What follows belongs to an exercise in optimizing a design on an open flow for small area and a short achievable clock period; a production flow would make more cautious choices.
No driver is modelled on the clock port, so clocking that relies on it looks cheaper here than on a real chip.

==> flow/design.v (excerpt) <==
module prng (
    input logic [31:0] seed,
    output logic [31:0] rand_num,
    input logic clk,
    input logic rst
);
clock: 7.0 ns
lec_check: 0
cap_margin: 20
core_margin: 2
core_utilization: 50
cts_buf_list: sky130_fd_sc_hd__clkbuf_4 sky130_fd_sc_hd__clkbuf_8
hold_slack_margin: 0.1
setup_slack_margin: 3.3
slew_margin: 20
synth_hierarchical: 1
standard.sh (not shown) runs the stock make flow with config.mk's settings and CLKGATE_MAP_FILE= SYNTH_SCRIPT=/design/flow/synth_recipe.tcl, a recipe that flattens the netlist after the stock synthesis.
==> flow/flow/run.sh <==
#!/bin/bash
# Standard layout with two changes: the smallest buffer on each port, and
# useful clock skew between registers after clock tree synthesis (skew.tcl).
# Clock tree synthesis adds no dummy loads.
export BUFFER_PORTS_ARGS="-buffer_cell sky130_fd_sc_hd__buf_1"
export POST_CTS_TCL="$PWD/flow/skew.tcl"
export SKIP_CTS_REPAIR_TIMING=1
# clock tree: no dummy loads for balancing (the skew step sets the arrivals)
export CTS_ARGS="-sink_clustering_enable -repair_clock_nets -dont_use_dummy_load -buf_list {sky130_fd_sc_hd__clkbuf_4 sky130_fd_sc_hd__clkbuf_8}"
bash standard.sh > standard.log 2>&1
==> flow/flow/skew.py <==
#!/usr/bin/env python3
"""Plan a later clock arrival for registers (useful skew).

usage: skew.py PATHS PERIOD

PATHS holds lines "kind from to slack" as skew.tcl writes them. A delay D[r]
(>= 0) on register r's clock changes a register-to-register path s->e by
D[s] - D[e]. The plan finds the smallest period T such that:
  setup   (PERIOD - slack) + D[s] - D[e] <= T      for register pairs
  hold    slack + D[s] - D[e] >= HOLD_MARGIN
  output  (PERIOD - slack) + D[s] <= T            (the skew may only hurt)
  input   (PERIOD - slack) <= T                   (no gain from the skew)
  D[r] <= DMAX
and prints, for each register that needs a delay, a chain of delay cells.
"""
import sys

DMAX = 1.5
HOLD_MARGIN = 0.0
LEVEL_COST = 0.15
# cells and the delay each adds in front of one register's clock pin (ns)
CELLS = [
    ('sky130_fd_sc_hd__clkbuf_1', 0.09, 3.75),
    ('sky130_fd_sc_hd__dlygate4sd1_1', 0.20, 8.76),
    ('sky130_fd_sc_hd__clkdlybuf4s50_1', 0.46, 10.01),
]

path_file, period = sys.argv[1], float(sys.argv[2])
setup, hold, outp, inp, inhold = {}, {}, {}, {}, {}
regs = set()
for line in open(path_file):
    f = line.split()
    if len(f) != 4:
        continue
    kind, s, e, sl = f[0], f[1], f[2], float(f[3])
    if kind == 'max':
        setup[(s, e)] = min(setup.get((s, e), 1e9), sl)
        regs.update((s, e))
    elif kind == 'min':
        hold[(s, e)] = min(hold.get((s, e), 1e9), sl)
        regs.update((s, e))
    elif kind == 'outmax':
        outp[s] = min(outp.get(s, 1e9), sl)
        regs.add(s)
    elif kind == 'inmax':
        inp[e] = min(inp.get(e, 1e9), sl)
        regs.add(e)
    elif kind == 'inmin':
        inhold[e] = min(inhold.get(e, 1e9), sl)
        regs.add(e)
regs = sorted(regs)
idx = {r: i + 1 for i, r in enumerate(regs)}


def solve(T):
    # difference constraints x[b] >= x[a] + w as edges (a, b, w); longest path
    edges = []
    for r in regs:
        ub = DMAX
        if r in inhold:
            ub = min(ub, max(0.0, inhold[r] - HOLD_MARGIN))
        if r in outp:
            ub = min(ub, T - (period - outp[r]))
        if ub < 0:
            return None
        edges.append((0, idx[r], 0.0))
        edges.append((idx[r], 0, -ub))
    for (s, e), sl in setup.items():
        d = period - sl
        if s == e:
            if d > T:
                return None
            continue
        edges.append((idx[s], idx[e], d - T))
    for (s, e), sl in hold.items():
        if s == e:
            continue
        # D[e] - D[s] <= sl - margin
        edges.append((idx[e], idx[s], -max(0.0, sl - HOLD_MARGIN)))
    for e, sl in inp.items():
        if period - sl > T:
            return None
    n = len(regs) + 1
    x = [0.0] + [-1e18] * (n - 1)
    for it in range(n + 1):
        changed = False
        for a, b, w in edges:
            if x[a] > -1e17 and x[a] + w > x[b] + 1e-9:
                x[b] = x[a] + w
                changed = True
        if not changed:
            return {r: x[idx[r]] for r in regs}
        if x[0] > 1e-9:
            return None
    return None


t0 = max([period - sl for sl in setup.values()] + [period - sl for sl in inp.values()]
         + [period - sl for sl in outp.values()])
lo, hi = 0.0, t0
if solve(hi) is None:
    print(f'# no skew plan (T0 {t0:.3f})')
    sys.exit(0)
for _ in range(40):
    m = (lo + hi) / 2
    if solve(m) is None:
        lo = m
    else:
        hi = m
T = hi
D = solve(T)
print(f'# period without skew {t0:.3f}, with skew {T:.3f}')


CELL_D = {c[0]: c[1] for c in CELLS}


def chain(delta):
    # fewest-area chain of cells whose delay is closest to delta
    best = None
    for a in range(0, 4):
        for b in range(0, 4):
            for c in range(0, 4):
                if a + b + c == 0 or a + b + c > 4:
                    continue
                n = (a, b, c)
                d = sum(k * cell[1] for k, cell in zip(n, CELLS))
                area = sum(k * cell[2] for k, cell in zip(n, CELLS))
                cost = abs(d - delta) + 0.004 * area
                if best is None or cost < best[0]:
                    best = (cost, n)
    out = []
    for k, cell in zip(best[1], CELLS):
        out += [cell[0]] * k
    return out


# Shared delays: the registers are put on a few levels; level k is reached
# through a cascade of delay stages, each stage driving the registers of its
# level and the next stage.
need = sorted((D[r], r) for r in regs if D[r] >= 0.06)
if not need:
    sys.exit(0)
vals = [v for v, _ in need]


def levels_for(k):
    # 1-D k-means on the wanted delays
    cent = [vals[int((i + 0.5) * len(vals) / k)] for i in range(k)]
    for _ in range(50):
        groups = [[] for _ in cent]
        for v in vals:
            groups[min(range(k), key=lambda i: abs(v - cent[i]))].append(v)
        cent = [sum(g) / len(g) if g else c for g, c in zip(groups, cent)]
    err = sum(min(abs(v - c) for c in cent) for v in vals)
    return sorted(cent), err


best = None
for k in range(1, 7):
    cent, err = levels_for(k)
    cost = err + LEVEL_COST * k
    if best is None or cost < best[0]:
        best = (cost, cent)
cent = best[1]
prev = 0.0
real = 0.0
lev_of = {r: min(range(len(cent)), key=lambda i: abs(v - cent[i])) + 1 for v, r in need}
for k, c in enumerate(cent, 1):
    # each stage ends in a stronger buffer that drives its registers and the
    # next stage
    nload = sum(1 for r in lev_of if lev_of[r] == k) + (1 if k < len(cent) else 0)
    driver = ('sky130_fd_sc_hd__clkbuf_8', 0.12) if nload > 3 else ('sky130_fd_sc_hd__clkbuf_4', 0.12)
    rest = c - real - driver[1]
    cells = chain(rest) if rest > 0.05 else []
    cells.append(driver[0])
    real += sum(CELL_D.get(x, driver[1]) for x in cells)
    print('stage', k, f'{c:.3f}', ' '.join(cells))
for v, r in need:
    print('level', r, lev_of[r], f'{v:.3f}')
Other scripts of this flow, unchanged in this note and not shown: flow/flow/skew.tcl
The baseline went through all stages and came out clean.
Rerun with:
==> flow/flow/run.sh (replaced) <==
#!/bin/bash
# Standard layout with two changes: the smallest buffer on each port, and
# useful clock skew between registers after clock tree synthesis (skew.tcl).
export BUFFER_PORTS_ARGS="-buffer_cell sky130_fd_sc_hd__buf_1"
export POST_CTS_TCL="$PWD/flow/skew.tcl"
export SKIP_CTS_REPAIR_TIMING=1
bash standard.sh > standard.log 2>&1
--- a/flow/flow/skew.py
+++ b/flow/flow/skew.py
@@ -16,6 +16,6 @@
 import sys
 
-DMAX = 1.5
-HOLD_MARGIN = 0.0
+DMAX = 1.2
+HOLD_MARGIN = 0.2
 LEVEL_COST = 0.15
 # cells and the delay each adds in front of one register's clock pin (ns)
- HOLD_SLACK_MARGIN: 0.1 -> unset
- SETUP_SLACK_MARGIN: 3.3 -> 3.0
Routed wire length goes down by about 5.6%.
Via count goes down by 2.5%.
Critical path depth goes down by 1.
Die area stays the same.
Cell area goes down by 5.1%.
Worst setup slack got worse by 0.28 ns.
Rerun with:
--- a/flow/flow/skew.py
+++ b/flow/flow/skew.py
@@ -16,6 +16,6 @@
 import sys
 
-DMAX = 1.2
-HOLD_MARGIN = 0.2
+DMAX = 1.5
+HOLD_MARGIN = 0.0
 LEVEL_COST = 0.15
 # cells and the delay each adds in front of one register's clock pin (ns)
- HOLD_SLACK_MARGIN: unset -> 0.1
- SETUP_SLACK_MARGIN: 3.0 -> 3.3
=>
- worst setup slack is better by 0.31 ns
- routed wire length is higher by 5.6%
- final area rises by 6.1%
Rerun with:
--- a/flow/flow/skew.py
+++ b/flow/flow/skew.py
@@ -16,6 +16,6 @@
 import sys
 
-DMAX = 1.5
-HOLD_MARGIN = 0.0
+DMAX = 1.2
+HOLD_MARGIN = 0.2
 LEVEL_COST = 0.15
 # cells and the delay each adds in front of one register's clock pin (ns)
@@ -166,15 +166,13 @@
 prev = 0.0
 real = 0.0
-lev_of = {r: min(range(len(cent)), key=lambda i: abs(v - cent[i])) + 1 for v, r in need}
+DRIVER = ('sky130_fd_sc_hd__clkbuf_4', 0.12)
 for k, c in enumerate(cent, 1):
-    # each stage ends in a stronger buffer that drives its registers and the
-    # next stage
-    nload = sum(1 for r in lev_of if lev_of[r] == k) + (1 if k < len(cent) else 0)
-    driver = ('sky130_fd_sc_hd__clkbuf_8', 0.12) if nload > 3 else ('sky130_fd_sc_hd__clkbuf_4', 0.12)
-    rest = c - real - driver[1]
+    # each stage ends in a stronger buffer that drives its registers
+    rest = c - real - DRIVER[1]
     cells = chain(rest) if rest > 0.05 else []
-    cells.append(driver[0])
-    real += sum(CELL_D.get(x, driver[1]) for x in cells)
+    cells.append(DRIVER[0])
+    real += sum(CELL_D.get(x, DRIVER[1]) for x in cells)
     print('stage', k, f'{c:.3f}', ' '.join(cells))
 for v, r in need:
-    print('level', r, lev_of[r], f'{v:.3f}')
+    k = min(range(len(cent)), key=lambda i: abs(v - cent[i])) + 1
+    print('level', r, k, f'{v:.3f}')
- HOLD_SLACK_MARGIN: 0.1 -> unset
- SETUP_SLACK_MARGIN: 3.3 -> 3.0
Effect: Worst hold slack is worse by 0.044 ns. Cell count falls by 2.5%.
No run of this note included a check of the RTL's function; only the layout flow was run.

-- static timing again, ports no longer ideal --
In the flow no input, the clock included, has a driving cell. The finished layouts below were timed again as built, in two steps.
Step 1 assumes that a clkbuf_16 drives the clock port and a buf_2 every other input.
Step 2, shift: input delay + t, output delay - t, t = (earliest + latest rising clock arrival at the registers) / 2. This alone moves slack from input paths to output paths.
a / b / c = ideal / step 1 / step 2; a / b = the first two.
| run | shift t [ns] | slack for setup (ns) | clock arrival spread, ns | worst slew at a driven data input, ns |
|---|---|---|---|---|
| the first run | 1.086 | 3.415 / 3.415 / 3.415 | 1.413 / 1.412 | 0.03 |
| the second run | 1.014 | 3.134 / 3.134 / 3.134 | 1.289 / 1.289 | 0.04 |
| the third run | 1.084 | 3.446 / 3.446 / 3.446 | 1.411 / 1.412 | 0.03 |
| the fourth run | 1.039 | 3.147 / 3.147 / 3.147 | 1.331 / 1.332 | 0.04 |
Clock arrivals are far apart in every run listed, so t is only a midpoint there and step 2 fits no single register.
